Context: an optimization exercise on an open-source flow, tuned for small area, a short achievable clock period and few clock cycles. The choices shown serve that exercise and are no tape-out recipe.
Function was checked by simulation only, so behaviour that the tests miss may differ from the original.
No activity file was given, so power comes from the tool's default toggle rates.

[flow/run.sh]
#!/bin/bash
# Standard layout, with the port buffers made of sky130_fd_sc_hd__buf_2 cells
# (buffer_ports otherwise picks the slow clkdlybuf4s50_1). Every port is still buffered.
set -euo pipefail
export BUFFER_PORTS_ARGS="-buffer_cell sky130_fd_sc_hd__buf_2"
bash standard.sh > standard.log 2>&1
[standard.sh]
#!/bin/bash
# synth_recipe.tcl (not shown) runs the flow's synth.tcl, then flattens the netlist and writes it again
# the make line also repeats each setting of config.mk as NAME=value (left out here)
make -C /OpenROAD-flow-scripts/flow DESIGN_CONFIG=/design/flow/config.mk WORK_HOME=/design/flow/orfs CLKGATE_MAP_FILE= SYNTH_SCRIPT=/design/flow/synth_recipe.tcl "${@:-finish}"
[config.mk]
export PLATFORM = sky130hd
export DESIGN_NAME = alu_top
export DESIGN_NICKNAME = alu_top
export VERILOG_FILES = /design/flow/design.v
export SDC_FILE = /design/flow/constraint.sdc
export NUM_CORES = 4
export LEC_CHECK = 0
export ABC_AREA = 1
export CAP_MARGIN = 20
export CORE_MARGIN = 2
export CORE_UTILIZATION = 70
export CTS_BUF_LIST = sky130_fd_sc_hd__clkbuf_8
export SETUP_SLACK_MARGIN = 1.6
export SLEW_MARGIN = 20
[constraint.sdc]
create_clock -name core_clock -period 7.0 [get_ports {clk}]
set_input_delay 1.4000 -clock core_clock [delete_from_list [all_inputs] [get_ports {clk}]]
set_output_delay 1.4000 -clock core_clock [all_outputs]
set_load 0.01 [all_outputs]
[design.v]
module alu_top(
    input wire clk,
    input wire reset,
    input wire [7:0] operand_a,
    input wire [7:0] operand_b,
    input wire [1:0] operation,
    input wire start,
    output reg [15:0] result,
    output wire ready,
    output reg overflow,
    output reg zero
);
    wire [7:0] a = operand_a;
    wire [7:0] b = operand_b;
    function [9:0] brow(input [7:0] m, input one, input two, input neg, input ext);
        reg [9:0] m1, m2;
        begin
            m1 = {{2{ext & m[7]}}, m};
            m2 = {ext & m[7], m, 1'b0};
            brow = (({10{one}} & m1) | ({10{two}} & m2)) ^ {10{neg}};
        end
    endfunction
    function [2:0] benc(input [2:0] x);
        benc = {x[1] ^ x[0], (x[2] & ~x[1] & ~x[0]) | (~x[2] & x[1] & x[0]), x[2]};
    endfunction
    reg busy;           
    reg is_div;         
    reg [1:0] cnt;      
    reg flag;           
    reg [7:0] M;        
    reg [16:0] W;       
    wire [7:0] R = W[15:8];
    wire [7:0] QL = W[7:0];
    wire [13:0] P = W[13:0];                         
    wire [2:0] e3 = W[16:14];
    wire [9:0] B1 = {2'b00, b} ^ {10{operation[0]}};
    wire [10:0] S1 = {3'b000, a} + {1'b0, B1} + {10'd0, operation[0]};
    wire [7:0] s = S1[7:0];
    wire as_ov = (a[7] == (b[7] ^ operation[0])) && (s[7] != a[7]);
    wire lt = S1[9];                                 
    wire lt2 = {1'b0, a} < {b, 1'b0};                
    wire [2:0] e0 = benc({a[1:0], 1'b0});
    wire [2:0] e1 = benc(a[3:1]);
    wire [2:0] e2 = benc(a[5:3]);
    wire [9:0] r0 = brow(b, e0[2], e0[1], e0[0], 1'b1);
    wire [9:0] r1 = brow(b, e1[2], e1[1], e1[0], 1'b1);
    wire [9:0] r2 = brow(b, e2[2], e2[1], e2[0], 1'b1);
    wire [13:0] mx = {{4{r0[9]}}, r0};
    wire [13:0] my = {{2{r1[9]}}, r1, 1'b0, e0[0]};
    wire [13:0] mz = {r2, 1'b0, e1[0], 2'b00};
    wire [13:0] mv = {7'b0, a[7], 1'b0, e2[0], 4'b0};
    wire [13:0] s1 = mx ^ my ^ mz;
    wire [13:0] k1 = {(mx[12:0] & my[12:0]) | (mx[12:0] & mz[12:0]) | (my[12:0] & mz[12:0]), 1'b0};
    wire [13:0] s2 = s1 ^ k1 ^ mv;
    wire [13:0] k2 = {(s1[12:0] & k1[12:0]) | (s1[12:0] & mv[12:0]) | (k1[12:0] & mv[12:0]), 1'b0};
    wire bz = (b == 8'd0);
    wire q7 = ({7'b0, a[7]} >= b);
    wire r7 = q7 ? (a[7] - b[0]) : a[7];
    wire [1:0] x6 = {r7, a[6]};
    wire q6 = ({6'b0, x6} >= b);
    wire [1:0] r6 = q6 ? (x6 - b[1:0]) : x6;
    wire [2:0] x5 = {r6, a[5]};
    wire q5 = ({5'b0, x5} >= b);
    wire [2:0] r5 = q5 ? (x5 - b[2:0]) : x5;
    wire d_one = is_div | e3[2];
    wire d_two = ~is_div & e3[1];
    wire d_neg = is_div | e3[0];
    wire [9:0] DA = is_div ? {1'b0, R, QL[7]} : {{2{P[13]}}, P[13:6]};
    wire [9:0] DB = brow(M, d_one, d_two, d_neg, ~is_div);
    wire [10:0] T = {1'b0, DA} + {1'b0, DB} + {10'd0, is_div};
    wire qa = ~T[9];
    wire [7:0] Ra = qa ? T[7:0] : {R[6:0], QL[7]};
    wire [11:0] A2 = busy ? {3'b000, Ra, QL[6]} : s2[13:2];
    wire [11:0] B2 = busy ? {4'b1111, ~M} : k2[13:2];
    wire [12:0] S2 = {1'b0, A2} + {1'b0, B2} + {12'd0, busy};
    wire qb = ~S2[11];
    wire [7:0] Rb = qb ? S2[7:0] : {Ra[6:0], QL[6]};
    wire [13:0] p012 = {S2[11:0], s2[1:0]};
    wire fast = ~operation[1] | (operation[0] & lt2);
    wire last = busy & (~is_div | cnt[1]);
    assign ready = (start & fast) | last;
    always @(posedge clk or posedge reset) begin
        if (reset) busy <= 1'b0;
        else busy <= busy ? ~last : (start & ~fast);
    end
    always @(posedge clk) begin
        if (!busy) begin
            M <= b;
            is_div <= operation[0];
            cnt <= 2'd0;
            flag <= bz | (~operation[0] & (a == 8'd0));
            W <= operation[0] ? {1'b0, 5'b0, r5, a[4:0], q7, q6, q5} : {benc(a[7:5]), p012};
        end else begin
            cnt <= cnt + 2'd1;
            W <= {1'b0, Rb, QL[5:0], qa, qb};
        end
    end
    always @(*) begin
        if (busy) begin
            if (is_div) begin
                result = {Ra, QL[6:0], qa};
                overflow = flag;
                zero = 1'b0;
            end else begin
                result = {T[9:0], P[5:0]};
                overflow = 1'b0;
                zero = flag;
            end
        end else if (operation[1]) begin
            result = lt ? {a, 8'h00} : {s, 8'h01};
            overflow = 1'b0;
            zero = lt;
        end else begin
            result = {{8{s[7]}}, s};
            overflow = as_ov;
            zero = (s == 8'd0);
        end
    end
endmodule
==> results of run 1 <==
[power by group through the flow]
stage               combinational [mW]  clock [mW]  sequential (mW)
floorplan                         1.25           0            0.260
global placement                  1.61           0            0.278
detailed placement                1.64           0            0.280
CTS                               1.66       0.137            0.275
global route                      1.89       0.146            0.278
finish                            1.73       0.138            0.275
[logic make-up after synthesis]
family,count (synthesis),synth area share (%)
buf+inv,139,10.45
flops,30,13.74
compound gates,142,16.32
simple gates,365,31.06
xor+xnor,57,9.720
fa+ha+maj,66,18.71
[worst paths after layout]
path / endpoint / startpoint / depth (start not counted) / slack, ps
setup / recovery: result[14] / operation[0] / 13 / 1790
hold reg to reg: cnt[0] / cnt[0] / 1 / 490
setup reg to reg: W[15] / is_div / 29 / 2000
max in group asynchronous: busy / reset / 2 / 5980
min in group asynchronous: busy / reset / 2 / 930
hold / removal: cnt[0] / cnt[0] / 1 / 490
[cells in the mapped netlist (2+ instances only)]
cell type / instances / area (um2)
a21boi_0: 2 / 15.01
a21o_1: 3 / 22.52
a21oi_1: 31 / 155.2
a31oi_1: 5 / 31.28
buf_1: 2 / 7.510
buf_2: 6 / 30.03
clkbuf_1: 11 / 41.29
clkinv_1: 5 / 18.77
dfxtp_1: 19 / 380.4
edfxtp_1: 10 / 300.3
fa_1: 18 / 360.4
ha_1: 48 / 600.6
inv_1: 110 / 412.9
inv_2: 4 / 15.01
nand2_1: 218 / 818.3
nand2_2: 9 / 56.30
nand3_1: 63 / 315.3
nand3_2: 4 / 40.04
nand3b_1: 3 / 22.52
nand4_1: 9 / 56.30
nor2_1: 41 / 153.9
nor3_1: 5 / 25.02
o211ai_1: 5 / 37.54
o21a_1: 2 / 15.01
o21ai_0: 41 / 205.2
o21ai_1: 8 / 40.04
o21ai_2: 2 / 17.52
o21bai_1: 2 / 15.01
o221ai_1: 8 / 70.07
o22ai_1: 29 / 181.4
or2_2: 7 / 43.79
xnor2_1: 13 / 113.9
xor2_1: 44 / 385.4
[critical path: stages]
cell,delay (ps)
buf_2,320
xor2_1,200
ha_1,330
a21oi_1,220
o21ai_0,140
nand2_1,110
nand4_2,240
nor2_4,280
nand2_1,80
nand3_1,100
nand2_1,120
nand3_1,120
buf_2,130
[cell usage in the layout, fill, tap and decap left out, types with 8 or more instances in the layout]
| cell | synthesis | layout |
|---|---|---|
| a21oi_1 | 31 | 31 |
| buf_2 | 6 | 38 |
| buf_4 | 0 | 11 |
| dfxtp_1 | 19 | 19 |
| edfxtp_1 | 10 | 10 |
| fa_1 | 18 | 18 |
| ha_1 | 48 | 48 |
| inv_1 | 110 | 109 |
| nand2_1 | 218 | 217 |
| nand2_2 | 9 | 10 |
| nand3_1 | 63 | 63 |
| nand4_1 | 9 | 9 |
| nor2_1 | 41 | 39 |
| o21ai_0 | 41 | 40 |
| o221ai_1 | 8 | 8 |
| o22ai_1 | 29 | 29 |
| xnor2_1 | 13 | 13 |
| xor2_1 | 44 | 44 |
[metal layers]
layer / up-vias / GRT usage [%]
li1: 2707 / -
met1: 2587 / 53.06
met2: 419 / 66.78
met3: 60 / 9.324
met4: 0 / 14.38
met5: - / 0
[timing repair]
| item | CTS | global route |
|---|---|---|
| endpoints found under the setup margin | 7 | 18 |
| hold buffers | 0 | 0 |
| buffers inserted | 1 | 8 |
| hold endpoints to repair | 0 | 0 |
| gates resized for setup | 0 | 9 |
[layout make-up]
| cell class | instances | area (um2) |
|---|---|---|
| clock buffer | 5 | 68.82 |
| tap | 99 | 123.9 |
| timing repair buffer | 50 | 280.3 |
| multi-input combinational | 630 | 3909 |
| clock inverter | 3 | 13.76 |
| inverter | 119 | 454.2 |
| sequential | 30 | 705.7 |
| fill | 583 | 1620 |
[stage by stage]
step           setup slack (ps)  utilization (%)
2_1_floorplan              2098                -
3_3_place_gp               1622            74.98
3_5_place_dp               1452            74.98
4_1_cts                    1650            76.23
5_1_grt                    1604            77.42
6_report                   1795            77.42
[sequential cells by signal (all words and copies together) (netlist names)]
register / flops
cnt: 2
M: 8
W: 17
busy: 1
is_div: 1
flag: 1
==> impl_metrics.tcl, run 1 <==
set metrics [dict create \
    status "finished clean" \
    h-tree-depth 2 \
    routed_wl_um 16430 \
    clk_latency_ps 290 \
    area_growth_pct 8.161 \
    cp-end-kind "output port" \
    p_per_area_nw_per_um2 385.3 \
    tns_ps 0 \
    critical_path_class "in2out" \
    finalHoldViolCount 0 \
    cts_sinks 30 \
    dp.cells 919 \
    p_leak_nw 2.943 \
    yosysWarnings 1 \
    ys_types 45 \
    syn_area_um2 5136 \
    rsz0062_at_grt "no" \
    grt_pass1_vias 5148 \
    fin_crit_sh_pct 74.36 \
    layoutNonFillerInstCount 936 \
    cts_tree "built" \
    worstPathArrival_ps 3810 \
    start_util_pct 71.58 \
    hold_path.class "reg2reg" \
    post_drt_wl_per_cell_um 17.55 \
    pwr-share-seq_pct 12.8 \
    routed_via_density 6.168 \
    dpl_cell_area_um2 5380 \
    wl_met3_um 1889 \
    fin_nets 923 \
    drc 0 \
    die_x_um 89.66 \
    diodes 0 \
    syn_nets 886 \
    avgSynthCellArea_um2 6.428 \
    core_um2 7176 \
    die_h_um 89.66 \
    p_int_uw 883.4 \
    p_switching_mw 1.257 \
    cts-root-buf "clkbuf_8" \
    syn-instance-count 799 \
    cp_max_fo 15 \
    hold-worst-slack_ps 485.5 \
    gp_congestion 0.9821 \
    vias 5773 \
    fin_worst_skew_ps 15.60 \
    io_buffers 39 \
    synth_edf_count 10 \
    top_layer "met4" \
    grt_usage_pct 40.85 \
    synth_ff_type "dfxtp_1" \
    maxSlewHeadroom_pct 48.12 \
    async_flop_share_pct 3.333 \
    drt_iter0_markers 555 \
    switching_share_pct 58.73 \
    setup_violations 0 \
    drtPass1Iterations 5 \
    cts_buffer_depth 2 \
    grt_pass1_wl_um 25250 \
    ant_nets 0 \
    fin_area_um2 5555 \
    ys_seq_area_share_pct 13.74 \
    drv_cap 0 \
    dieArea_um2 8039 \
    pwr-share-comb_pct 80.7 \
    tightest_slew_ps 775.4 \
    overflow 0 \
    critPathRequiredTime_ps 5600 \
    max_freq_mhz 192.1 \
    period_minus_slack_ps 5205 \
    rows 31 \
    path_clk_slew_ps 70 \
    crit_path_start_kind "input port" \
    antenna_found_initial 0 \
    slew_violations 0 \
    irDropWorstVdd_uv 160.1 \
    grt_max_degree 52 \
    cts_buffers 5 \
    io_pins 40 \
    p_clk_share_pct 6.5 \
    place_hpwl_um 12830 \
    wl_met1_um 6421 \
    drive_gt1_share_pct 11.47 \
    total_power_mw 2.140 \
    ys_seq_elements 30 \
    wl_met2_um 7536 \
]
Testbench counts, summed over its fixed seeds: cycles 4,589.
==> run 2, diff against run 1 <==
--- a/config.mk
+++ b/config.mk
@@ -11,4 +11,4 @@
 export CORE_UTILIZATION = 70
 export CTS_BUF_LIST = sky130_fd_sc_hd__clkbuf_8
-export SETUP_SLACK_MARGIN = 1.6
+export SETUP_SLACK_MARGIN = 2.0
 export SLEW_MARGIN = 20
==> run 2 against run 1 <==
Compared with the run above:
- maximum frequency grew 6.9%
- critical path depth is the same
- first-iteration DRC count grew 17%
- cell count grew 1.2%
- critical path type unchanged
- largest power group unchanged
==> impl_metrics.tcl, run 2 <==
set metrics [dict create \
    grt_max_degree 52 \
    yosysMostFrequentCell "nand2_1" \
    reg2reg_depth 26 \
    clk_latency_ps 290 \
    cts_buffer_depth 2 \
    place_hpwl_um 12830 \
    dpl_cell_area_um2 5380 \
    yosys-top-cells-area "nand2_1 (16%), ha_1 (12%), inv_1 (8.0%)" \
    grt_pass1_wl_um 25590 \
    ys_types 45 \
    die_x_um 89.66 \
    hold-worst-slack_ps 476.5 \
    io_pins 40 \
    syn_nets 886 \
    whs_path_depth 1 \
    mostFrequentLayoutCells "nand2_1 (214), inv_1 (105), nand3_1 (61), ha_1 (45), xor2_1 (44)" \
    start_util_pct 71.58 \
    diodes 0 \
    cp-end-kind "output port" \
    synth_top_area_share_pct 15.93 \
    critPathRequiredTime_ps 5600 \
    gp_congestion 0.9821 \
    cts_tree "built" \
    h-tree-depth 2 \
    drtPass1Iterations 9 \
    regToRegSetupSlack_ps 2350 \
    core_um2 7176 \
    ff_latch_area_um2 705.7 \
    avgSynthCellArea_um2 6.428 \
    p_leak_nw 3.026 \
    synth_edf_count 10 \
    antenna_found_initial 0 \
    critical_path_class "in2out" \
    nFillCells 529 \
    path_clk_slew_ps 80 \
    maxSlewHeadroom_pct 48.10 \
    rows 31 \
    grt_usage_pct 41.38 \
    finalHoldViolCount 0 \
    syn_area_um2 5136 \
    rsz0062_at_grt "no" \
    async_flop_share_pct 3.333 \
    path_buf_inv 3 \
    cp_slowest_cell "ha_1" \
    cts_sinks 30 \
    crit_path_start_kind "input port" \
    largest_reg_flops 17 \
    area_growth_pct 12.50 \
    vias 5984 \
    max_freq_mhz 205.3 \
    die_h_um 89.66 \
    ys_seq_elements 30 \
    cp_max_fo 15 \
    post_drt_wl_per_cell_um 17.94 \
    tns_ps 0 \
    routed_via_density 6.319 \
    grt_pass1_vias 5186 \
    multi_input_area_um2 4029 \
    fin_area_um2 5778 \
    cp_common_cell "nand2_1" \
    cts_buffers 5 \
    synth_ff_type "dfxtp_1" \
    slew_violations 0 \
    ant_nets 0 \
    yosysWarnings 1 \
    syn-instance-count 799 \
    p_per_area_nw_per_um2 386.5 \
    hold_path.class "reg2reg" \
    yosys.area.top_type "nand2_1" \
    layout_commonest_cell "nand2_1" \
    tightest_slew_ps 775.7 \
    slowest_delay_ps 400 \
    drt_iter0_markers 648 \
    worstPathArrival_ps 3470 \
    reg2reg_to "W[13]" \
    cts-root-buf "clkbuf_8" \
    io_buffers 39 \
    fin_nets 934 \
    holdBufCountCts 0 \
    drv_cap 0 \
    setup_violations 0 \
    rr_startpoint "is_div" \
    status "finished clean" \
    largest_register "W" \
    crit_chain "buf_6 -> xor2_1 -> ha_1 -> nand2_1 -> o21ai_0 -> nand2_1 -> nand4_4 -> buf_4 -> nand3b_1 -> nand3_1 -> nand2_1 -> nand3_1 -> buf_2" \
    fin_crit_sh_pct 69.57 \
    whs_endpoint "cnt[0]" \
    yosys-top-cells-count "nand2_1 (218), inv_1 (110), nand3_1 (63)" \
    irDropWorstVdd_uv 164.4 \
    min_from "cnt[0]" \
    fin_worst_skew_ps 11.75 \
    drive_gt1_share_pct 15.45 \
    dieArea_um2 8039 \
    overflow 0 \
    routed_wl_um 16990 \
    reg_top3 "W: 17 flops, M: 8 flops, cnt: 2 flops" \
    drc 0 \
    crit_family "simple AND/OR/NAND/NOR gates" \
    ys_seq_area_share_pct 13.74 \
    period_minus_slack_ps 4870 \
]
-- run 2: kinds of logic after synthesis --
family | Yosys count | synth area share, %
simple gates | 365 | 31.06
compound gates | 142 | 16.32
buf+inv | 139 | 10.45
fa+ha+maj | 66 | 18.71
xor+xnor | 57 | 9.720
flops | 30 | 13.74
-- run 2: what timing repair did --
action / CTS / global route
setup buffers: 5 / 15
setup endpoints to repair: 18 / 19
pin swaps: 2 / 9
gates resized for setup: 11 / 36
-- run 2: metal layers --
layer | up-vias | track usage (%) | share of wire, %
met1 | 2680 | 53.55 | 37
met5 | - | 0 | 0
met4 | 0 | 14.79 | 4.6
met2 | 469 | 67.38 | 46
met3 | 93 | 9.963 | 12
li1 | 2742 | - | -
-- run 2: how the worst max path moves through the flow --
stage | cells past startpoint | endpoint | startpoint
5_1_grt | 23 | W[8] | operand_a[7]
2_1_floorplan | 16 | W[15] | operand_a[1]
6_report | 13 | result[12] | operation[0]
4_1_cts | 21 | W[15] | operand_a[3]
3_3_place_gp | 16 | W[15] | operand_a[1]
3_5_place_dp | 17 | W[15] | operand_a[1]
-- run 2: where the power goes --
part	switching, mW	leakage (nW)	internal, mW
combinational	1.18	2.70	0.635
clock	0.0740	0.0491	0.0675
sequential	0.0374	0.276	0.236
-- run 2: area by class of cell --
class | count | area share, %
flip-flops and latches | 30 | 12.21
clock inverters | 3 | 0.2382
repair buffers | 61 | 6.475
well taps | 99 | 2.144
clock buffers | 5 | 1.191
multi-input cells | 630 | 69.73
inverters | 119 | 8.012
-- run 2: through the flow --
stage | setup WS [ps] | instances | total power [mW] | utilization, %
2_1_floorplan | 2098 | 799 | 1.507 | -
3_3_place_gp | 1622 | 919 | 1.889 | 74.98
3_5_place_dp | 1452 | 919 | 1.920 | 74.98
4_1_cts | 2014 | 932 | 2.078 | 77.19
5_1_grt | 1944 | 947 | 2.406 | 80.52
6_report | 2130 | 947 | 2.233 | 80.52
==> run 3, diff against run 2 <==
--- a/config.mk
+++ b/config.mk
@@ -11,4 +11,4 @@
 export CORE_UTILIZATION = 70
 export CTS_BUF_LIST = sky130_fd_sc_hd__clkbuf_8
-export SETUP_SLACK_MARGIN = 2.0
+export SETUP_SLACK_MARGIN = 2.4
 export SLEW_MARGIN = 20
==> run 3 against run 2 <==
Compared with the run above:
- the flow now stops in 5_1_grt
- synthesized cell count unchanged
- area after synthesis unchanged
==> impl_metrics.tcl, run 3 <==
set metrics [dict create \
    yosys.area_share.simple_pct 31.06 \
    cts_sinks 30 \
    yosysMostFrequentCell "nand2_1" \
    stop_stage "5_1_grt" \
    ys_seq_area_share_pct 13.74 \
    cts_buffers 5 \
    avgSynthCellArea_um2 6.428 \
    synthMuxAreaShare_pct 0 \
    ys_seq_elements 30 \
    synth_top_area_share_pct 15.93 \
    ys_types 45 \
    gp_congestion 0.9731 \
    yosys.area.top_type "nand2_1" \
    cts_buffer_depth 2 \
    yosysWarnings 1 \
    synth_compound_area_share_pct 16.32 \
    grt_max_degree 52 \
    die_x_um 89.66 \
    synthAdderAreaFrac_pct 18.71 \
    rows 31 \
    cts-root-buf "clkbuf_8" \
    synth_top_family_by_area "simple AND/OR/NAND/NOR gates" \
    syn_nets 886 \
    syn-instance-count 799 \
    io_buffers 39 \
    start_util_pct 71.58 \
    place_hpwl_um 12550 \
    dp_slack_ps 1669 \
    synth_ff_type "dfxtp_1" \
    endpoint_type "primary output" \
    firstError "[ERROR GRT-0232] Routing congestion too high. Check the congestion heatmap in the GUI." \
    h-tree-depth 2 \
    async_flop_share_pct 3.333 \
    io_pins 40 \
    synth_edf_count 10 \
    grt_usage_pct 76.65 \
    die_h_um 89.66 \
    status "did not finish" \
    syn_area_um2 5136 \
    overflow 43 \
    crit_endpoint "result[12]" \
    yosys-top-cells-count "nand2_1 (218), inv_1 (110), nand3_1 (63)" \
    synth_xor_area_share_pct 9.720 \
    yosys-top-cells-area "nand2_1 (16%), ha_1 (12%), inv_1 (8.0%)" \
]
==> run 3: cell counts after synthesis <==
Identical to the previous run, type by type.
==> run 3: cell families after synthesis <==
group | after synthesis
compound gates | 142
flops | 30
buf+inv | 139
simple gates | 365
fa+ha+maj | 66
xor+xnor | 57
==> run 3: stage by stage <==
step	std cells	utilization [%]	area [um2]	power, mW
detailed placement	919	75.75	5435	1.924
floorplan	799	-	5196	1.524
CTS	951	82.91	5949	2.172
global placement	919	75.75	5435	1.886
==> run 3: repair_timing <==
| action | CTS |
|---|---|
| cloned | 1 |
| hold buffers | 0 |
| buffers inserted | 23 |
| gates resized for setup | 55 |
| endpoints found under the setup margin | 30 |
| pin swaps | 22 |
==> run 3: worst min-delay path by stage <==
stage / start / endpoint / slack [ps] / cells past startpoint
after CTS: cnt[0] / cnt[0] / 440 / 1
after detailed placement: cnt[0] / cnt[0] / 430 / 1
after global placement: cnt[0] / cnt[0] / 420 / 1
after floorplan: cnt[0] / cnt[0] / 410 / 1
==> run 3: power by group through the flow <==
stage	clock network, mW	logic, mW	registers (mW)
floorplan	0	1.26	0.260
global placement	0	1.61	0.279
detailed placement	0	1.64	0.280
CTS	0.144	1.75	0.273
==> run 3: layer usage <==
metal / GRT overflow / global-route usage [%]
met3: 0 / 56.86
met2: 22 / 92.91
met1: 0 / 78.49
met4: 21 / 80.73
met5: 0 / 18.83
==> run 4, diff against run 3 <==
--- a/config.mk
+++ b/config.mk
@@ -9,6 +9,6 @@
 export CAP_MARGIN = 20
 export CORE_MARGIN = 2
-export CORE_UTILIZATION = 70
+export CORE_UTILIZATION = 50
 export CTS_BUF_LIST = sky130_fd_sc_hd__clkbuf_8
-export SETUP_SLACK_MARGIN = 2.4
+export SETUP_SLACK_MARGIN = 2.2
 export SLEW_MARGIN = 20
==> run 4 against run 3 <==
Compared with the run above:
- now clean on timing, DRC and antenna
- synthesized cell count stayed put
- area after synthesis stayed put
==> impl_metrics.tcl, run 4 <==
set metrics [dict create \
    status "finished clean" \
    fin_nets 948 \
    grt.busiest_layer "met2" \
    place_hpwl_um 13360 \
    layoutNonFillerInstCount 995 \
    cts-root-buf "clkbuf_8" \
    grt_pass1_vias 5055 \
    drive_gt1_share_pct 20.07 \
    switching_share_pct 55.28 \
    ant_nets 0 \
    async_flop_share_pct 3.333 \
    cts_buffers 5 \
    rows 36 \
    path_clk_slew_ps 70 \
    syn_nets 886 \
    drt_iter0_markers 327 \
    yosysWarnings 1 \
    ys_seq_area_share_pct 13.74 \
    antenna_found_initial 0 \
    met3_usage_pct 3.587 \
    area_growth_pct 19.63 \
    yosysMostFrequentCell "nand2_1" \
    p_per_area_nw_per_um2 391.9 \
    setup_violations 0 \
    drv_cap 0 \
    holdBufCountCts 0 \
    max_freq_mhz 207.1 \
    cts_buffer_depth 2 \
    ys_seq_elements 30 \
    overflow 0 \
    grt_max_degree 52 \
    syn_area_um2 5136 \
    io_buffers 39 \
    p_switching_mw 1.331 \
    yosys-top-cells-area "nand2_1 (16%), ha_1 (12%), inv_1 (8.0%)" \
    clk_latency_ps 290 \
    largest_register "W" \
    ys_types 45 \
    grt_use_met1_pct 41.75 \
    routed_wl_um 17300 \
    rsz0062_at_grt "yes" \
    dieArea_um2 11100 \
    start_util_pct 52.07 \
    core_um2 9864 \
    dp.cells 953 \
    grt_pass1_wl_um 26040 \
    synth_ff_type "dfxtp_1" \
    slew_violations 0 \
    p_int_mw 1.077 \
    hold_path.class "reg2reg" \
    diodes 0 \
    cts_sinks 30 \
    critical_path_class "in2out" \
    grt_usage_pct 29.73 \
    synth_top_area_share_pct 15.93 \
    cp-end-kind "output port" \
    reg_top3 "W: 17 flops, M: 8 flops, cnt: 2 flops" \
    syn-instance-count 799 \
    maxSlewHeadroom_pct 46.75 \
    synth_edf_count 10 \
    p_leak_nw 3.158 \
    io_pins 40 \
    cts_tree "built" \
    setup_slack_ps 2172 \
    crit_path_start_kind "input port" \
    routed_via_density 5.618 \
    tightest_slew_ps 795.9 \
    cp_max_fo 15 \
    mostFrequentLayoutCells "nand2_1 (204), inv_1 (105), nand3_1 (59), ha_1 (47), xor2_1 (41)" \
    period_minus_slack_ps 4828 \
    yosys-top-cells-count "nand2_1 (218), inv_1 (110), nand3_1 (63)" \
    yosys.area.top_type "nand2_1" \
    fin_worst_skew_ps 7.231 \
    vias 5590 \
    tns_ps 0 \
    largest_reg_flops 17 \
    post_drt_wl_per_cell_um 17.38 \
    layout_commonest_cell "nand2_1" \
    die_x_um 105.4 \
    pwr-share-seq_pct 11.4 \
    dp_slack_ps 1441 \
    drc 0 \
    gp_congestion 0.9372 \
    critPathRequiredTime_ps 5600 \
    avgSynthCellArea_um2 6.428 \
    irDropWorstVdd_uv 194.0 \
    fin_crit_sh_pct 68.97 \
    finalHoldViolCount 0 \
    groute.layer.met2.usage_pct 46.91 \
    worstPathArrival_ps 3430 \
    p_clk_share_pct 7.4 \
    pwr-share-comb_pct 81.2 \
    drtPass1Iterations 5 \
    h-tree-depth 2 \
    die_h_um 105.4 \
]
run 4: repair_timing:
| action | in CTS | in global routing |
|---|---|---|
| endpoints found under the setup margin | 23 | 20 |
| gates resized for setup | 25 | 75 |
| buffers inserted | 9 | 25 |
| pin swaps | 6 | 28 |
run 4: per-layer routing:
layer	share of wire [%]	wire, um
met5	0	0
met3	6.7	1163
met1	44	7588
met2	46	8013
met4	3.1	532
run 4: final cells by class:
| class | count | area, um2 |
|---|---|---|
| Sequential cell | 30 | 705.7 |
| Multi-Input combinational cell | 630 | 4185 |
| Clock buffer | 5 | 68.82 |
| Tap cell | 133 | 166.4 |
| Inverter | 119 | 475.5 |
| Clock inverter | 3 | 40.04 |
| Fill cell | 937 | 3720 |
| Timing Repair Buffer | 75 | 503.0 |
run 4: final timing paths:
path	startpoint	end	slack [ps]	cells after the start
worst max-delay path	operation[0]	result[9]	2170	13
worst min-delay path	cnt[0]	cnt[0]	440	1
worst max register to register	is_div	W[13]	2620	24
worst min register to register	cnt[0]	cnt[0]	440	1
max in group asynchronous	reset	busy	5980	2
min in group asynchronous	reset	busy	930	2
run 4: per-stage QoR:
stage	utilization (%)	instance area (um2)	power (mW)	hold WS [ps]
finish	62.29	6145	2.408	438.1
detailed placement	55.04	5429	1.928	435.8
global route	62.29	6145	2.608	452.3
floorplan	-	5142	1.507	412.7
global placement	55.04	5429	1.939	420.9
CTS	57.80	5702	2.173	444.8
run 4: cell families after synthesis:
| group | synth area share (%) |
|---|---|
| AOI/OAI and AO/OA | 16.32 |
| and+or+nand+nor | 31.06 |
| buffers and inverters | 10.45 |
| adders and majority gates | 18.71 |
| DFF | 13.74 |
| xor gates and xnor gates | 9.720 |
run 4: power groups by stage:
stage / Sequential, mW / Combinational (mW) / Clock (mW)
2_1_floorplan: 0.260 / 1.25 / 0
3_3_place_gp: 0.281 / 1.66 / 0
3_5_place_dp: 0.281 / 1.65 / 0
4_1_cts: 0.274 / 1.72 / 0.179
5_1_grt: 0.279 / 2.14 / 0.185
6_report: 0.275 / 1.96 / 0.178
run 4: worst max-delay path, stage by stage:
cell and delay [ps]:
buf_8 170, xor2_1 230, ha_1 330, a21oi_2 220, o21ai_2 90, nand2_2 90, nand4_4 120, nor2_4 230
nand2_1 130, nand3_1 120, nand2_1 70, nand3_1 80, buf_2 130
==> run 5, diff against run 4 <==
--- a/config.mk
+++ b/config.mk
@@ -9,6 +9,6 @@
 export CAP_MARGIN = 20
 export CORE_MARGIN = 2
-export CORE_UTILIZATION = 50
+export CORE_UTILIZATION = 70
 export CTS_BUF_LIST = sky130_fd_sc_hd__clkbuf_8
-export SETUP_SLACK_MARGIN = 2.2
+export SETUP_SLACK_MARGIN = 1.9
 export SLEW_MARGIN = 20
==> run 5 against run 4 <==
Compared with the run above:
- utilization up 17 points
- sequential cell count did not move
- clock power decreased by 21%
- wire length decreased by 4.8%
- critical endpoint is now result[14]
==> impl_metrics.tcl, run 5 <==
set metrics [dict create \
    status "finished clean" \
    largest_reg_flops 17 \
    synth_top_area_share_pct 15.93 \
    yosys-top-cells-count "nand2_1 (218), inv_1 (110), nand3_1 (63)" \
    regToRegSetupSlack_ps 2260 \
    yosysWarnings 1 \
    cts-root-buf "clkbuf_8" \
    fin_crit_sh_pct 70.84 \
    drv_cap 0 \
    async_flop_share_pct 3.333 \
    path_clk_slew_ps 70 \
    io_buffers 39 \
    min_from "cnt[0]" \
    dieArea_um2 8039 \
    irDropWorstVdd_uv 166.3 \
    dp_slack_ps 1452 \
    ys_seq_area_share_pct 13.74 \
    rsz0062_at_grt "yes" \
    utilization_pct 78.99 \
    grt_pass1_vias 5160 \
    start_util_pct 71.58 \
    switching_share_pct 58.17 \
    tightest_slew_ps 763.5 \
    fin_worst_skew_ps 14.46 \
    ys_types 45 \
    pwr-share-comb_pct 81.0 \
    grt_pass1_wl_um 25370 \
    drtPass1Iterations 7 \
    routed_via_density 6.228 \
    yosys.area_share.simple_pct 31.06 \
    cts_buffer_depth 2 \
    synthAdderAreaFrac_pct 18.71 \
    grt_max_degree 52 \
    p_per_area_nw_per_um2 385.5 \
    reg2reg_to "W[15]" \
    critical_path_class "in2out" \
    whs_endpoint "cnt[0]" \
    p_switching_mw 1.271 \
    p_leak_nw 2.980 \
    die_h_um 89.66 \
    fin_nets 927 \
    critPathRequiredTime_ps 5600 \
    finalHoldViolCount 0 \
    reg_top3 "W: 17 flops, M: 8 flops, cnt: 2 flops" \
    pwr-share-seq_pct 12.6 \
    mostFrequentLayoutCells "nand2_1 (214), inv_1 (107), nand3_1 (62), ha_1 (48), xor2_1 (44)" \
    drt_iter0_markers 570 \
    setup_slack_ps 2041 \
    rows 31 \
    largest_register "W" \
    place_hpwl_um 12830 \
    io_pins 40 \
    reg2reg_depth 27 \
    hold_path.class "reg2reg" \
    drive_gt1_share_pct 13.67 \
    area_growth_pct 10.35 \
    ys_seq_elements 30 \
    synth_xor_area_share_pct 9.720 \
    crit_path_start_kind "input port" \
    post_drt_wl_per_cell_um 17.52 \
    max_freq_mhz 201.7 \
    layout_commonest_cell "nand2_1" \
    synth_compound_area_share_pct 16.32 \
    setup_violations 0 \
    die_x_um 89.66 \
    syn_area_um2 5136 \
    maxSlewHeadroom_pct 48.91 \
    drc 0 \
    cts_sinks 30 \
    yosys.area.top_type "nand2_1" \
    slew_violations 0 \
    gp_congestion 0.9821 \
    h-tree-depth 2 \
    synth_edf_count 10 \
    worstPathArrival_ps 3560 \
    grt_usage_pct 41.03 \
    core_um2 7176 \
    period_minus_slack_ps 4959 \
    ant_nets 0 \
    syn-instance-count 799 \
    synthMuxAreaShare_pct 0 \
    synth_top_family_by_area "simple AND/OR/NAND/NOR gates" \
    yosysMostFrequentCell "nand2_1" \
    cts_buffers 5 \
    clk_latency_ps 290 \
    cp_max_fo 13 \
    yosys-top-cells-area "nand2_1 (16%), ha_1 (12%), inv_1 (8.0%)" \
    antenna_found_initial 0 \
    synth_ff_type "dfxtp_1" \
    nFillCells 549 \
    overflow 0 \
    vias 5854 \
    cp-end-kind "output port" \
    p_clk_share_pct 6.4 \
    cts_tree "built" \
    p_int_uw 913.9 \
    whs_path_depth 1 \
    avgSynthCellArea_um2 6.428 \
    syn_nets 886 \
    tns_ps 0 \
    routed_wl_um 16470 \
    rr_startpoint "is_div" \
    diodes 0 \
]
run 5: worst max-delay path, stage by stage:
cell and delay, ps:
clkbuf_4 250, clkinvlp_4 270, fa_1 500, inv_1 100, nand4_1 140, nand3_1 130, nand2_1 70, nand2_1 100
nand3_1 100, nand3_1 120, nand2_1 120, nand3_1 120, buf_2 130
run 5: power groups by stage:
stage | logic (mW) | clock network [mW] | registers [mW]
2_1_floorplan | 1.25 | 0 | 0.260
3_3_place_gp | 1.61 | 0 | 0.278
3_5_place_dp | 1.64 | 0 | 0.280
4_1_cts | 1.66 | 0.137 | 0.273
5_1_grt | 1.94 | 0.145 | 0.278
6_report | 1.77 | 0.140 | 0.274
run 5: final cells by class:
class / instances / area, um2 / share of cell area [%]
inverter: 119 / 460.4 / 8.124
clock inverter: 3 / 13.76 / 0.2428
tap: 99 / 123.9 / 2.185
sequential: 30 / 705.7 / 12.45
multi-input combinational: 630 / 3976 / 70.15
timing repair buffer: 54 / 319.1 / 5.629
clock buffer: 5 / 68.82 / 1.214
run 5: how the worst max path moves through the flow:
stage | start | to | slack (ps) | cells after the start
after detailed placement | operand_a[1] | W[15] | 1450 | 17
after CTS | operand_a[1] | W[15] | 1930 | 21
final | operand_a[1] | result[14] | 2040 | 13
after floorplan | operand_a[1] | W[15] | 2100 | 16
after global placement | operand_a[1] | W[15] | 1620 | 16
after global routing | operand_a[3] | W[15] | 1860 | 22
run 5: cells by family (layout without fill, tap and decap cells):
| family | after synthesis | count (layout) |
|---|---|---|
| fa+ha+maj | 66 | 66 |
| simple gates | 365 | 365 |
| buf+inv | 139 | 181 |
| xor+xnor | 57 | 57 |
| compound gates | 142 | 142 |
| flops | 30 | 30 |
run 5: layer usage:
| layer | wire length [um] | global-route usage (%) | up-vias |
|---|---|---|---|
| met2 | 7484 | 67.65 | 436 |
| met5 | 0 | 0 | - |
| met3 | 1986 | 8.867 | 85 |
| li1 | - | - | 2719 |
| met4 | 693 | 13.43 | 0 |
| met1 | 6306 | 53.52 | 2614 |
run 5: through the flow:
stage	power, mW	cell area [um2]	std cells	hold slack (ps)
after floorplan	1.507	5136	799	412.7
after global placement	1.889	5380	919	420.5
after detailed placement	1.920	5380	919	465.4
after CTS	2.072	5510	931	475.3
after global routing	2.361	5668	940	481.9
final	2.185	5668	940	485.0
run 5: timing repair:
item | CTS | global route
hold buffers | 0 | 0
buffers inserted | 4 | 9
endpoints found under the setup margin | 17 | 18
resized for setup | 6 | 27
pin swaps | 0 | 7
==> run 6, diff against run 5 <==
--- a/config.mk
+++ b/config.mk
@@ -11,4 +11,4 @@
 export CORE_UTILIZATION = 70
 export CTS_BUF_LIST = sky130_fd_sc_hd__clkbuf_8
-export SETUP_SLACK_MARGIN = 1.9
+export SETUP_SLACK_MARGIN = 0.2
 export SLEW_MARGIN = 20
==> run 6 against run 5 <==
Compared with the run above:
- register-to-register slack worse by 890 ps
- clock skew about the same
- via count down 2.4%
- highest routed layer unchanged
- cell area down 3.6%
- first-iteration DRC count up 6.3%
- maximum frequency down 12%
- sequential share of layout area up 0.47 points
- sequential cell count unchanged
- critical path depth up 3
- die area unchanged
- area after synthesis unchanged
- sequential power about the same
- still clean on timing, DRC and antenna
==> impl_metrics.tcl, run 6 <==
set metrics [dict create \
    irDropWorstVdd_uv 158.7 \
    fin_worst_skew_ps 14.23 \
    synth_ff_type "dfxtp_1" \
    cp_max_fo 25 \
    io_buffers 39 \
    cp-end-kind "output port" \
    antenna_found_initial 0 \
    rsz0062_at_grt "no" \
    reg2reg_depth 27 \
    multi_input_area_um2 3894 \
    tns_ps 0 \
    ys_types 45 \
    routed_via_density 6.165 \
    gp_congestion 0.9821 \
    whs_path_depth 1 \
    p_leak_nw 2.907 \
    h-tree-depth 2 \
    io_pins 40 \
    grt_usage_pct 40.64 \
    ff_latch_area_um2 705.7 \
    avgSynthCellArea_um2 6.428 \
    yosysMostFrequentCell "nand2_1" \
    grt_max_degree 52 \
    fin_crit_sh_pct 80.51 \
    yosysWarnings 1 \
    overflow 0 \
    ys_seq_area_share_pct 13.74 \
    routed_wl_um 16090 \
    p_per_area_nw_per_um2 388.2 \
    syn-instance-count 799 \
    fin_nets 914 \
    diodes 0 \
    drv_cap 0 \
    drtPass1Iterations 6 \
    crit_path_start_kind "flop" \
    reg2reg_to "W[15]" \
    start_util_pct 71.58 \
    yosys-top-cells-area "nand2_1 (16%), ha_1 (12%), inv_1 (8.0%)" \
    clk_latency_ps 290 \
    cts_buffer_depth 2 \
    max_freq_mhz 177.5 \
    cts_sinks 30 \
    cp-startpoint "is_div" \
    rows 31 \
    synth_edf_count 10 \
    synth_top_area_share_pct 15.93 \
    rr_startpoint "is_div" \
    worstPathArrival_ps 4240 \
    regToRegSetupSlack_ps 1370 \
    yosys-top-cells-count "nand2_1 (218), inv_1 (110), nand3_1 (63)" \
    slowest_delay_ps 880 \
    core_um2 7176 \
    dieArea_um2 8039 \
    whs_endpoint "cnt[0]" \
    period_minus_slack_ps 5635 \
    place_hpwl_um 12830 \
    drive_gt1_share_pct 9.662 \
    maxSlewHeadroom_pct 45.15 \
    largest_reg_flops 17 \
    vias 5715 \
    cts_setup_buffers 0 \
    fin_area_um2 5463 \
    drc 0 \
    post_drt_wl_per_cell_um 17.35 \
    slew_violations 0 \
    grt_pass1_wl_um 25120 \
    largest_register "W" \
    cts-root-buf "clkbuf_8" \
    utilization_pct 76.13 \
    path_clk_slew_ps 70 \
    layout_commonest_cell "nand2_1" \
    grt_pass1_vias 5117 \
    crit_chain "inv_1 -> nand2_1 -> o21ai_0 -> xor2_1 -> ha_1 -> nand2_1 -> nor2_1 -> nand3_1 -> nand3_2 -> nand3_2 -> nand2_2 -> inv_1 -> nand2_1 -> nand3_1 -> nand3_1 -> buf_2" \
    status "finished clean" \
    ys_seq_elements 30 \
    cp_slowest_cell "edfxtp_1" \
    setup_violations 0 \
    min_from "cnt[0]" \
    die_h_um 89.66 \
    mostFrequentLayoutCells "nand2_1 (218), inv_1 (111), nand3_1 (63), ha_1 (48), xor2_1 (44)" \
    cts.repair.resized 0 \
    drt_iter0_markers 606 \
    area_growth_pct 6.358 \
    die_x_um 89.66 \
    async_flop_share_pct 3.333 \
    cts_tree "built" \
    syn_area_um2 5136 \
    syn_nets 886 \
    total_power_mw 2.121 \
    critPathRequiredTime_ps 5600 \
    ant_nets 0 \
    yosys.area.top_type "nand2_1" \
    reg_top3 "W: 17 flops, M: 8 flops, cnt: 2 flops" \
    nFillCells 600 \
    hold_path.class "reg2reg" \
    finalHoldViolCount 0 \
    dp.cells 919 \
    tightest_slew_ps 814.1 \
    critical_path_class "reg2out" \
    dpl_cell_area_um2 5380 \
    layoutNonFillerInstCount 927 \
    holdBufCountCts 0 \
    cts_buffers 5 \
]
## run 6: logic make-up (layout without fill, tap and decap cells)
logic type / after synthesis / after routing / share of synthesized area [%]
AND/OR/NAND/NOR: 365 / 365 / 31.06
XOR/XNOR: 57 / 57 / 9.720
AO/OA/AOI/OAI: 142 / 142 / 16.32
buffers and inverters: 139 / 168 / 10.45
flip-flops: 30 / 30 / 13.74
adder cells (fa/ha/maj): 66 / 66 / 18.71
## run 6: per-stage QoR
stage | setup slack [ps] | hold slack, ps
2_1_floorplan | 2098 | 412.7
3_3_place_gp | 1622 | 420.5
3_5_place_dp | 1452 | 465.4
4_1_cts | 1466 | 475.3
5_1_grt | 882.0 | 481.9
6_report | 1365 | 489.5
## run 6: layout make-up
class / count / share of cell area (%)
inverter: 119 / 8.177
tap: 99 / 2.268
clock inverter: 3 / 0.2519
multi-input combinational: 630 / 71.28
sequential: 30 / 12.92
clock buffer: 5 / 1.260
timing repair buffer: 41 / 3.848
## run 6: worst max-delay path, delay by kind of cell, from the launching register on
family                     cells  cell delay, ps
and+or+nand+nor               10            1560
DFF                            1             880
AOI/OAI and AO/OA              1             150
adders and majority gates      1             370
xor gates and xnor gates       1             180
buffers and inverters          3             800
## run 6: how the worst max path moves through the flow
stage / end / slack [ps] / depth (start not counted)
floorplan: W[15] / 2100 / 16
global placement: W[15] / 1620 / 16
detailed placement: W[15] / 1450 / 17
CTS: result[15] / 1470 / 16
global route: W[15] / 880 / 27
finish: result[15] / 1360 / 16
## run 6: power breakdown
part	switching, mW	internal, mW
Sequential	0.0416	0.236
Combinational	1.13	0.572
Clock	0.0733	0.0675
Total	1.25	0.875
## run 6: layer usage
layer / GRT usage, % / share of wire, %
met5: 0 / 0
met3: 8.958 / 11
met4: 14.25 / 3.7
met2: 66.38 / 46
met1: 53.06 / 39
==> run 7, diff against run 6 <==
--- a/config.mk
+++ b/config.mk
@@ -6,9 +6,9 @@
 export NUM_CORES = 4
 export LEC_CHECK = 0
-export ABC_AREA = 1
+export ABC_AREA = 0
 export CAP_MARGIN = 20
 export CORE_MARGIN = 2
 export CORE_UTILIZATION = 70
 export CTS_BUF_LIST = sky130_fd_sc_hd__clkbuf_8
-export SETUP_SLACK_MARGIN = 0.2
+export SETUP_SLACK_MARGIN = 1.8
 export SLEW_MARGIN = 20
==> run 7 against run 6 <==
Compared with the run above:
- still clean on timing, DRC and antenna
- power grew 8.7%
- wire length grew 12%
- critical path depth grew 3
- first-iteration DRC count shrank 4.8%
- utilization grew 2.4 points
- maximum frequency grew 9.4%
- synthesized cell count shrank 2.1%
- sequential cell count is the same
- clock-buffer cell count grew 1
- sequential power grew 14%
- via count grew 5.4%
- non-clock buffer count grew 26
- critical path type is now reg2reg
- largest cell class unchanged
==> impl_metrics.tcl, run 7 <==
set metrics [dict create \
    status "finished clean" \
    critPathRequiredTime_ps 7140 \
    cp_max_fo 9 \
    synth_edf_count 10 \
    critical_path_class "reg2reg" \
    io_pins 40 \
    ys_seq_elements 30 \
    avgSynthCellArea_um2 7.328 \
    io_buffers 39 \
    yosys.area.top_type "ha_1" \
    grt_use_met1_pct 53.44 \
    setup_violations 0 \
    routed_via_density 6.678 \
    period_minus_slack_ps 5150 \
    syn_area_um2 5730 \
    met3_usage_pct 7.023 \
    synth_ff_type "dfxtp_1" \
    h-tree-depth 2 \
    p_per_area_nw_per_um2 362.5 \
    fin_crit_sh_pct 73.57 \
    whs_endpoint "cnt[0]" \
    syn-instance-count 782 \
    yosys-top-cells-count "nand2_1 (78), a21oi_1 (75), o21ai_0 (71)" \
    fin_worst_skew_ps 5.444 \
    core_um2 8093 \
    yosysWarnings 1 \
    reg2reg_depth 19 \
    async_flop_share_pct 3.333 \
    grt.busiest_layer "met2" \
    fin_nets 883 \
    cts_sinks 30 \
    drtPass1Iterations 7 \
    grt_usage_pct 39.97 \
    hold_path.class "reg2reg" \
    vias 6024 \
    routed_wl_um 18090 \
    path_clk_slew_ps 70 \
    maxSlewHeadroom_pct 58.74 \
    worstPathArrival_ps 5290 \
    dieArea_um2 8926 \
    diodes 0 \
    drt_iter0_markers 577 \
    cp-end-kind "flop" \
    ys_seq_area_share_pct 12.31 \
    cts_buffers 5 \
    grt_max_degree 62 \
    cts_tree "built" \
    finalHoldViolCount 0 \
    yosys-top-cells-area "ha_1 (10%), dfxtp_1 (6.6%), a21oi_1 (6.6%)" \
    reg2reg_to "W[13]" \
    groute.layer.met2.usage_pct 63.75 \
    synth_top_area_share_pct 10.48 \
    drive_gt1_share_pct 17.19 \
    largest_register "W" \
    syn_nets 869 \
    die_h_um 94.48 \
    place_hpwl_um 12960 \
    max_freq_mhz 194.2 \
    slew_violations 0 \
    ys_types 76 \
    clk_latency_ps 290 \
    tns_ps 0 \
    drv_cap 0 \
    overflow 0 \
    die_x_um 94.48 \
    yosysMostFrequentCell "nand2_1" \
    post_drt_wl_per_cell_um 20.05 \
    crit_path_start_kind "flop" \
    drc 0 \
    grt_pass1_wl_um 27660 \
    regToRegSetupSlack_ps 1850 \
    rsz0062_at_grt "yes" \
    holdBufCountCts 0 \
    gp_congestion 0.9967 \
    reg_top3 "W: 17 flops, M: 8 flops, cnt: 2 flops" \
    irDropWorstVdd_uv 177.1 \
    largest_reg_flops 17 \
    ant_nets 0 \
    start_util_pct 70.81 \
    hold-worst-slack_ps 491.5 \
    mostFrequentLayoutCells "nand2_1 (78), a21oi_1 (73), o21ai_0 (70), nor2_1 (62), ha_1 (47)" \
    grt_pass1_vias 5288 \
    p_leak_nw 2.712 \
    rows 33 \
    cts-root-buf "clkbuf_8" \
    layout_commonest_cell "nand2_1" \
    tightest_slew_ps 618.9 \
    min_from "cnt[0]" \
    whs_path_depth 1 \
    antenna_found_initial 0 \
    cts_buffer_depth 2 \
    area_growth_pct 10.92 \
    rr_startpoint "is_div" \
]
-- run 7: cell count changes after synthesis, moves of 28 or more --
cell / before / now
mux2i_1: 0 / 28
inv_1: 110 / 45
nand2_1: 218 / 78
o21ai_0: 41 / 71
nand3_1: 63 / 22
a21oi_1: 31 / 75
-- run 7: per-layer routing --
metal | up-vias | share of wire [%]
li1 | 2839 | -
met1 | 2771 | 39
met2 | 354 | 46
met3 | 60 | 10
met4 | 0 | 3.8
met5 | - | 0
-- run 7: cell type report --
cell class | instances | area, um2
Sequential cell | 30 | 713.2
Timing Repair Buffer | 67 | 467.9
Tap cell | 105 | 131.4
Fill cell | 598 | 1737
Clock inverter | 2 | 8.758
Multi-Input combinational cell | 644 | 4755
Inverter | 48 | 197.7
Clock buffer | 6 | 82.58
-- run 7: repair_timing --
action / in CTS / in global routing
endpoints found under the setup margin: 23 / 20
resized for setup: 25 / 38
pin swaps: 0 / 4
buffers inserted: 10 / 15
-- run 7: cells by family (layout without fill, tap and decap cells) --
kind of cell | Yosys count | count (layout) | share of synthesized area (%)
flops | 30 | 30 | 12.31
fa+ha+maj | 79 | 79 | 19.04
buf+inv | 108 | 123 | 7.511
compound gates | 256 | 256 | 28.89
simple gates | 223 | 223 | 17.64
mux | 39 | 39 | 7.183
xor+xnor | 47 | 47 | 7.424
-- run 7: through the flow --
stage | setup slack (ps) | util, % | power, mW | cells | instance area (um2)
after floorplan | 1830 | - | 1.532 | 782 | 5731
after CTS | 1814 | 75.06 | 2.119 | 887 | 6075
after global placement | 1019 | 72.05 | 1.874 | 869 | 5831
after global routing | 1717 | 78.54 | 2.436 | 902 | 6356
final | 1850 | 78.54 | 2.304 | 902 | 6356
after detailed placement | 876.8 | 72.05 | 1.912 | 869 | 5831
-- run 7: critical path, stage by stage, from the launching register on --
cell and delay (ps):
edfxtp_1 480, or2_2 400, a221oi_4 250, a221oi_4 70
ha_2 330, a2111o_1 490, o21ai_4 240, a21oi_2 90
nand2b_4 170, buf_4 180, buf_4 160, a21oi_1 280
a21oi_1 120, ha_1 300, a21o_1 210, a21o_1 180
or3_1 360, o21a_2 300, xnor2_1 230, o221ai_1 160
-- run 7: how the worst max path moves through the flow --
| stage | from | to | slack, ps | cells past startpoint |
|---|---|---|---|---|
| finish | is_div | W[13] | 1850 | 19 |
| detailed placement | operand_a[1] | W[9] | 880 | 16 |
| floorplan | operation[0] | result[8] | 1830 | 11 |
| CTS | is_div | W[10] | 1810 | 18 |
| global route | operand_a[3] | W[10] | 1720 | 19 |
| global placement | operand_a[1] | W[9] | 1020 | 16 |
-- run 7: power by group --
part	switching (mW)	internal (mW)	total (mW)
Clock	0.0761	0.0780	0.154
Sequential	0.0794	0.237	0.317
Combinational	1.08	0.752	1.83
Total	1.24	1.07	2.30
==> run 8, diff against run 7 <==
--- a/config.mk
+++ b/config.mk
@@ -6,5 +6,5 @@
 export NUM_CORES = 4
 export LEC_CHECK = 0
-export ABC_AREA = 0
+export ABC_AREA = 1
 export CAP_MARGIN = 20
 export CORE_MARGIN = 2
==> run 8 against run 7 <==
Compared with the run above:
- cell count increased by 4.0%
- sequential share of layout area increased by 1.4 points
- die area decreased by 9.9%
- sequential cell count unchanged
- cell area decreased by 12%
- hold slack got worse by 0.71 ps
- power decreased by 6.4%
- combinational power decreased by 5%
- synthesized cell count increased by 2.2%
- area after synthesis decreased by 10%
- critical endpoint is now result[14]
- largest power group unchanged
==> impl_metrics.tcl, run 8 <==
set metrics [dict create \
    ys_seq_elements 30 \
    start_util_pct 71.58 \
    critPathRequiredTime_ps 5600 \
    top_layer "met4" \
    rows 31 \
    p_leak_nw 2.965 \
    whs_path_depth 1 \
    tightest_slew_ps 743.5 \
    mostFrequentLayoutCells "nand2_1 (216), inv_1 (108), nand3_1 (62), ha_1 (48), xor2_1 (44)" \
    setup_violations 0 \
    h-tree-depth 2 \
    irDropWorstVdd_uv 163.5 \
    io_buffers 39 \
    die_h_um 89.66 \
    routed_via_density 6.180 \
    ys_types 45 \
    gp_congestion 0.9821 \
    vias 5797 \
    grt_pass1_wl_um 25350 \
    nFillCells 565 \
    tns_ps 0 \
    pwr-share-comb_pct 80.8 \
    period_minus_slack_ps 5046 \
    fin_worst_skew_ps 17.26 \
    cp-end-kind "output port" \
    path_buf_inv 2 \
    cts_sinks 30 \
    hold-worst-slack_ps 490.8 \
    dp_slack_ps 1452 \
    wl_met1_um 6266 \
    largest_register "W" \
    cts_tree "built" \
    drt_iter0_markers 646 \
    syn-instance-count 799 \
    area_growth_pct 9.281 \
    place_hpwl_um 12830 \
    cts_buffers 5 \
    yosys-top-cells-count "nand2_1 (218), inv_1 (110), nand3_1 (63)" \
    p_int_uw 897.1 \
    cp_max_fo 15 \
    path_clk_slew_ps 70 \
    synth_ff_type "dfxtp_1" \
    crit_chain "clkbuf_4 -> xor2_1 -> ha_1 -> a21oi_2 -> o21ai_0 -> nand2_1 -> nand4_4 -> nor2_4 -> nand2_1 -> nand3_1 -> nand2_1 -> nand3_1 -> buf_2" \
    grt_pass1_vias 5149 \
    diodes 0 \
    critical_path_class "in2out" \
    setup_slack_ps 1954 \
    die_x_um 89.66 \
    layout_commonest_cell "nand2_1" \
    fin_nets 925 \
    overflow 0 \
    max_freq_mhz 198.2 \
    largest_reg_flops 17 \
    layoutNonFillerInstCount 938 \
    p_switching_mw 1.260 \
    crit_path_start_kind "input port" \
    syn_nets 886 \
    cts_buffer_depth 2 \
    wl_met3_um 1927 \
    ys_seq_area_share_pct 13.74 \
    yosys.area.top_type "nand2_1" \
    finalHoldViolCount 0 \
    drtPass1Iterations 8 \
    rsz0062_at_grt "no" \
    wl_met2_um 7535 \
    worstPathArrival_ps 3650 \
    yosys-top-cells-area "nand2_1 (16%), ha_1 (12%), inv_1 (8.0%)" \
    reg_top3 "W: 17 flops, M: 8 flops, cnt: 2 flops" \
    ant_nets 0 \
    async_flop_share_pct 3.333 \
    ff_latch_area_um2 705.7 \
    status "finished clean" \
    drc 0 \
    drv_cap 0 \
    cts-root-buf "clkbuf_8" \
    yosysWarnings 1 \
    avgSynthCellArea_um2 6.428 \
    yosysMostFrequentCell "nand2_1" \
    pwr-share-seq_pct 12.7 \
    routed_wl_um 16340 \
    grt_max_degree 52 \
    clk_latency_ps 290 \
    multi_input_area_um2 3946 \
    drive_gt1_share_pct 12.63 \
    fin_crit_sh_pct 72.09 \
    slew_violations 0 \
    crit_cells 13 \
    holdBufCountCts 0 \
    cp_common_cell "nand2_1" \
    p_per_area_nw_per_um2 384.2 \
    maxSlewHeadroom_pct 50.25 \
    switching_share_pct 58.40 \
    reg2reg_depth 27 \
    grt_usage_pct 41.01 \
    crit_family "simple AND/OR/NAND/NOR gates" \
    synth_top_area_share_pct 15.93 \
    slowest_delay_ps 390 \
    antenna_found_initial 0 \
    syn_area_um2 5136 \
    post_drt_wl_per_cell_um 17.42 \
    core_um2 7176 \
    io_pins 40 \
    dp.cells 919 \
    hold_path.class "reg2reg" \
    p_clk_share_pct 6.5 \
    dieArea_um2 8039 \
    cp_slowest_cell "ha_1" \
    synth_edf_count 10 \
]
run 8: cell count changes after synthesis, sizes merged, moves of 12 or more:
cell,previous run,this run
maj3,13,0
a21oi,76,32
nand3,22,67
o21ai,72,51
nand2,79,228
xor2,21,44
mux2i,28,0
clkbuf,38,11
buf,22,9
o22ai,10,29
inv,46,114
xnor2,25,13
nor2,65,43
nor3,22,6
run 8: layout make-up:
class / instances / share of cell area, %
clock inverters: 3 / 0.2452
multi-input cells: 630 / 70.31
well taps: 99 / 2.207
inverters: 119 / 8.092
clock buffers: 5 / 1.226
flip-flops and latches: 30 / 12.57
repair buffers: 52 / 5.350
run 8: what timing repair did:
action | 4_1_cts | 5_1_grt
gates resized for setup | 4 | 18
buffers inserted | 2 | 9
endpoints found under the setup margin | 15 | 17
hold endpoints to repair | 0 | 0
pin swaps | 0 | 4
run 8: worst paths after layout:
check                        startpoint    endpoint  slack (ps)
hold reg to reg                  cnt[0]      cnt[0]         490
min in group asynchronous         reset        busy         930
hold / removal                   cnt[0]      cnt[0]         490
max in group asynchronous         reset        busy        5980
setup reg to reg                 is_div       W[15]        2110
setup / recovery           operation[0]  result[14]        1950
run 8: through the flow:
step	cell area, um2	power [mW]	utilization, %
floorplan	5136	1.507	-
global placement	5380	1.889	74.98
detailed placement	5380	1.920	74.98
CTS	5489	2.071	76.50
global route	5613	2.338	78.22
finish	5613	2.157	78.22
run 8: kinds of logic (layout without fill, tap and decap cells):
logic type               Yosys count  count (layout)  share of synthesized area, %
AND/OR/NAND/NOR                  365             365                         31.06
AO/OA/AOI/OAI                    142             142                         16.32
buffers and inverters            139             179                         10.45
adder cells (fa/ha/maj)           66              66                         18.71
XOR/XNOR                          57              57                         9.720
flip-flops                        30              30                         13.74
run 8: per-layer routing:
metal,up-vias,global-route usage [%]
met5,-,0
li1,2718,-
met3,69,8.958
met2,410,67.31
met1,2600,53.52
met4,0,13.84
run 8: power by group through the flow:
| stage | clock network (mW) | logic (mW) | registers, mW |
|---|---|---|---|
| after floorplan | 0 | 1.25 | 0.260 |
| after global routing | 0.145 | 1.91 | 0.278 |
| final | 0.140 | 1.74 | 0.274 |
| after global placement | 0 | 1.61 | 0.278 |
| after CTS | 0.137 | 1.66 | 0.273 |
| after detailed placement | 0 | 1.64 | 0.280 |
==> run 9, diff against run 8 <==
--- a/config.mk
+++ b/config.mk
@@ -10,5 +10,4 @@
 export CORE_MARGIN = 2
 export CORE_UTILIZATION = 70
-export CTS_BUF_LIST = sky130_fd_sc_hd__clkbuf_8
 export SETUP_SLACK_MARGIN = 1.8
 export SLEW_MARGIN = 20
==> run 9 against run 8 <==
Compared with the run above:
- still clean
- clock-buffer cell count increased by 1
- maximum frequency fell by 0.52%
- clock skew down 2.8 ps
- area after synthesis unchanged
- global-route usage is the same
- die area unchanged
- worst setup slack lost 26 ps
- utilization is the same
- synthesized cell count stayed put
- combinational power is essentially flat
- cell area is the same
- critical endpoint unchanged
==> impl_metrics.tcl, run 9 <==
set metrics [dict create \
    grt_use_met1_pct 53.52 \
    io_pins 40 \
    reg_top3 "W: 17 flops, M: 8 flops, cnt: 2 flops" \
    yosys-top-cells-area "nand2_1 (16%), ha_1 (12%), inv_1 (8.0%)" \
    cts_tree "built" \
    place_hpwl_um 12830 \
    total_power_mw 2.160 \
    drv_cap 0 \
    tns_ps 0 \
    syn_nets 886 \
    syn_area_um2 5136 \
    yosysMostFrequentCell "nand2_1" \
    cp_slowest_cell "ha_1" \
    period_minus_slack_ps 5072 \
    ys_seq_area_share_pct 13.74 \
    mostFrequentLayoutCells "nand2_1 (216), inv_1 (107), nand3_1 (62), ha_1 (48), xor2_1 (44)" \
    worstPathArrival_ps 3670 \
    drive_gt1_share_pct 12.63 \
    antenna_found_initial 0 \
    p_per_area_nw_per_um2 384.8 \
    dp.cells 919 \
    largest_register "W" \
    max_freq_mhz 197.2 \
    vias 5768 \
    routed_wl_um 16360 \
    hold_path.class "reg2reg" \
    holdBufCountCts 0 \
    start_util_pct 71.58 \
    avgSynthCellArea_um2 6.428 \
    fin_area_um2 5613 \
    setup_violations 0 \
    utilization_pct 78.22 \
    synth_edf_count 10 \
    fin_crit_sh_pct 72.46 \
    groute.layer.met2.usage_pct 67.31 \
    layoutNonFillerInstCount 938 \
    crit_family "simple AND/OR/NAND/NOR gates" \
    grt_pass1_vias 5149 \
    rsz0062_at_grt "no" \
    met3_usage_pct 8.958 \
    critPathRequiredTime_ps 5600 \
    layout_commonest_cell "nand2_1" \
    cts_sinks 30 \
    ys_types 45 \
    post_drt_wl_per_cell_um 17.44 \
    diodes 0 \
    slew_violations 0 \
    gp_congestion 0.9821 \
    drtPass1Iterations 7 \
    dieArea_um2 8039 \
    clk_latency_ps 290 \
    ys_seq_elements 30 \
    yosysWarnings 1 \
    overflow 0 \
    rows 31 \
    io_buffers 39 \
    status "finished clean" \
    core_um2 7176 \
    slowest_delay_ps 340 \
    cp_max_fo 15 \
    fin_nets 925 \
    grt.busiest_layer "met2" \
    area_growth_pct 9.281 \
    cp_common_cell "nand2_1" \
    cp-end-kind "output port" \
    path_buf_inv 2 \
    cts-root-buf "clkbuf_8" \
    grt_pass1_wl_um 25350 \
    die_x_um 89.66 \
    h-tree-depth 2 \
    fin_worst_skew_ps 14.43 \
    routed_via_density 6.149 \
    drt_iter0_markers 645 \
    grt_usage_pct 41.01 \
    yosys.area.top_type "nand2_1" \
    die_h_um 89.66 \
    critical_path_class "in2out" \
    drc 0 \
    p_leak_nw 2.961 \
    largest_reg_flops 17 \
    syn-instance-count 799 \
    finalHoldViolCount 0 \
    async_flop_share_pct 3.333 \
    cts_buffers 5 \
    irDropWorstVdd_uv 162.8 \
    tightest_slew_ps 730.2 \
    dpl_cell_area_um2 5380 \
    yosys-top-cells-count "nand2_1 (218), inv_1 (110), nand3_1 (63)" \
    path_clk_slew_ps 70 \
    synth_top_area_share_pct 15.93 \
    maxSlewHeadroom_pct 51.14 \
    grt_max_degree 52 \
    crit_chain "clkbuf_4 -> xor2_1 -> ha_1 -> a21oi_1 -> o21ai_0 -> nand2_1 -> nand4_4 -> nor2_4 -> nand2_1 -> nand3_1 -> nand2_1 -> nand3_1 -> buf_2" \
    ant_nets 0 \
    synth_ff_type "dfxtp_1" \
    crit_path_start_kind "input port" \
    cts_buffer_depth 2 \
]
[run 9: routing by layer]
metal / routed length, um / vias to the layer above / part of all wire (%)
met3: 1908 / 69 / 12
met1: 6294 / 2563 / 38
met4: 629 / 0 / 3.8
li1: - / 2717 / -
met5: 0 / - / 0
met2: 7523 / 419 / 46
[run 9: repair_timing]
action	in CTS	in global routing
setup endpoints to repair	15	17
pin swaps	0	4
gates resized for setup	4	18
hold endpoints to repair	0	0
buffers inserted	2	9
[run 9: path summary, 6_finish.rpt]
path / startpoint / endpoint / slack (ps) / cells after the start
max: operation[0] / result[14] / 1930 / 13
min: cnt[0] / cnt[0] / 490 / 1
max reg2reg: is_div / W[15] / 2100 / 27
min reg2reg: cnt[0] / cnt[0] / 490 / 1
max in group asynchronous: reset / busy / 5980 / 2
min in group asynchronous: reset / busy / 930 / 2
[run 9: cells by family (layout without fill, tap and decap cells)]
family | Yosys count | count (layout) | synth area share [%]
and+or+nand+nor | 365 | 365 | 31.06
AOI/OAI and AO/OA | 142 | 142 | 16.32
buffers and inverters | 139 | 179 | 10.45
adders and majority gates | 66 | 66 | 18.71
xor gates and xnor gates | 57 | 57 | 9.720
DFF | 30 | 30 | 13.74
[run 9: report_power, final]
part / internal [mW] / switching, mW
registers: 0.236 / 0.0387
logic: 0.594 / 1.15
clock network: 0.0689 / 0.0723
[run 9: stage by stage]
stage,setup slack (ps),hold WS (ps)
global route,1789,481.9
floorplan,2098,412.7
global placement,1622,420.5
detailed placement,1452,465.4
finish,1928,487.8
CTS,1841,475.3
[run 9: final cells by class]
| type | instances | area, um2 |
|---|---|---|
| timing repair buffer | 52 | 300.3 |
| sequential | 30 | 705.7 |
| fill | 565 | 1563 |
| clock buffer | 6 | 72.57 |
| inverter | 119 | 454.2 |
| clock inverter | 2 | 10.01 |
| tap | 99 | 123.9 |
| multi-input combinational | 630 | 3946 |
[run 9: worst register-to-register path, cell delays in order, from the launching register on]
cell      delay [ps]
edfxtp_1         490
buf_4            250
nor2_2           240
o22ai_1          120
xor2_1           240
ha_1             330
a21oi_1          200
nand2_1           90
nand2_1           70
nand3_2          140
nand3_2          160
nand2_2          190
inv_1            270
nand2_1          110
nand2_1          190
o21ai_1          100
ha_1             440
nand2_1          110
nor2_1           110
nand2_1           70
nand2_1          140
nand2_1          110
nand2_1          150
nand2_2          120
nand2_2          130
nand3_1           80
nand2_1           70
o21ai_1           60

## afterwards: timing with drivers on the ports
The results above use ideal ports. As a check the final layouts listed here were re-extracted and re-timed, cells and wires unchanged. Step 1 assumes that a clkbuf_16 drives the clock port and a buf_2 every other input. Step 2 moves the port delays by t, midway between the first and last clock arrival at a register: inputs arrive t later, outputs are due t later. That takes back most of the time a late clock gives input paths. a / b / c = ideal / step 1 / step 2; a / b = the first two.
run | t (ns) | setup WS [ns] | worst data-port slew with drivers (ns)
run 1 | 0.305 | 1.795 / 1.774 / 1.573 | 0.03
run 2 | 0.310 | 2.130 / 2.094 / 1.856 | 0.04
run 4 | 0.316 | 2.172 / 2.118 / 2.015 | 0.05
run 5 | 0.309 | 2.041 / 2.018 / 1.798 | 0.04
run 6 | 0.309 | 1.365 / 1.337 / 1.363 | 0.03
run 7 | 0.322 | 1.850 / 1.833 / 1.601 | 0.06
run 8 | 0.308 | 1.954 / 1.934 / 1.765 | 0.03
run 9 | 0.310 | 1.928 / 1.908 / 1.759 | 0.03
After both steps setup and hold are still met in every run listed. The setup slack of run 2, which loses most, moves by -0.036 ns with the drivers and by -0.274 ns with both steps.
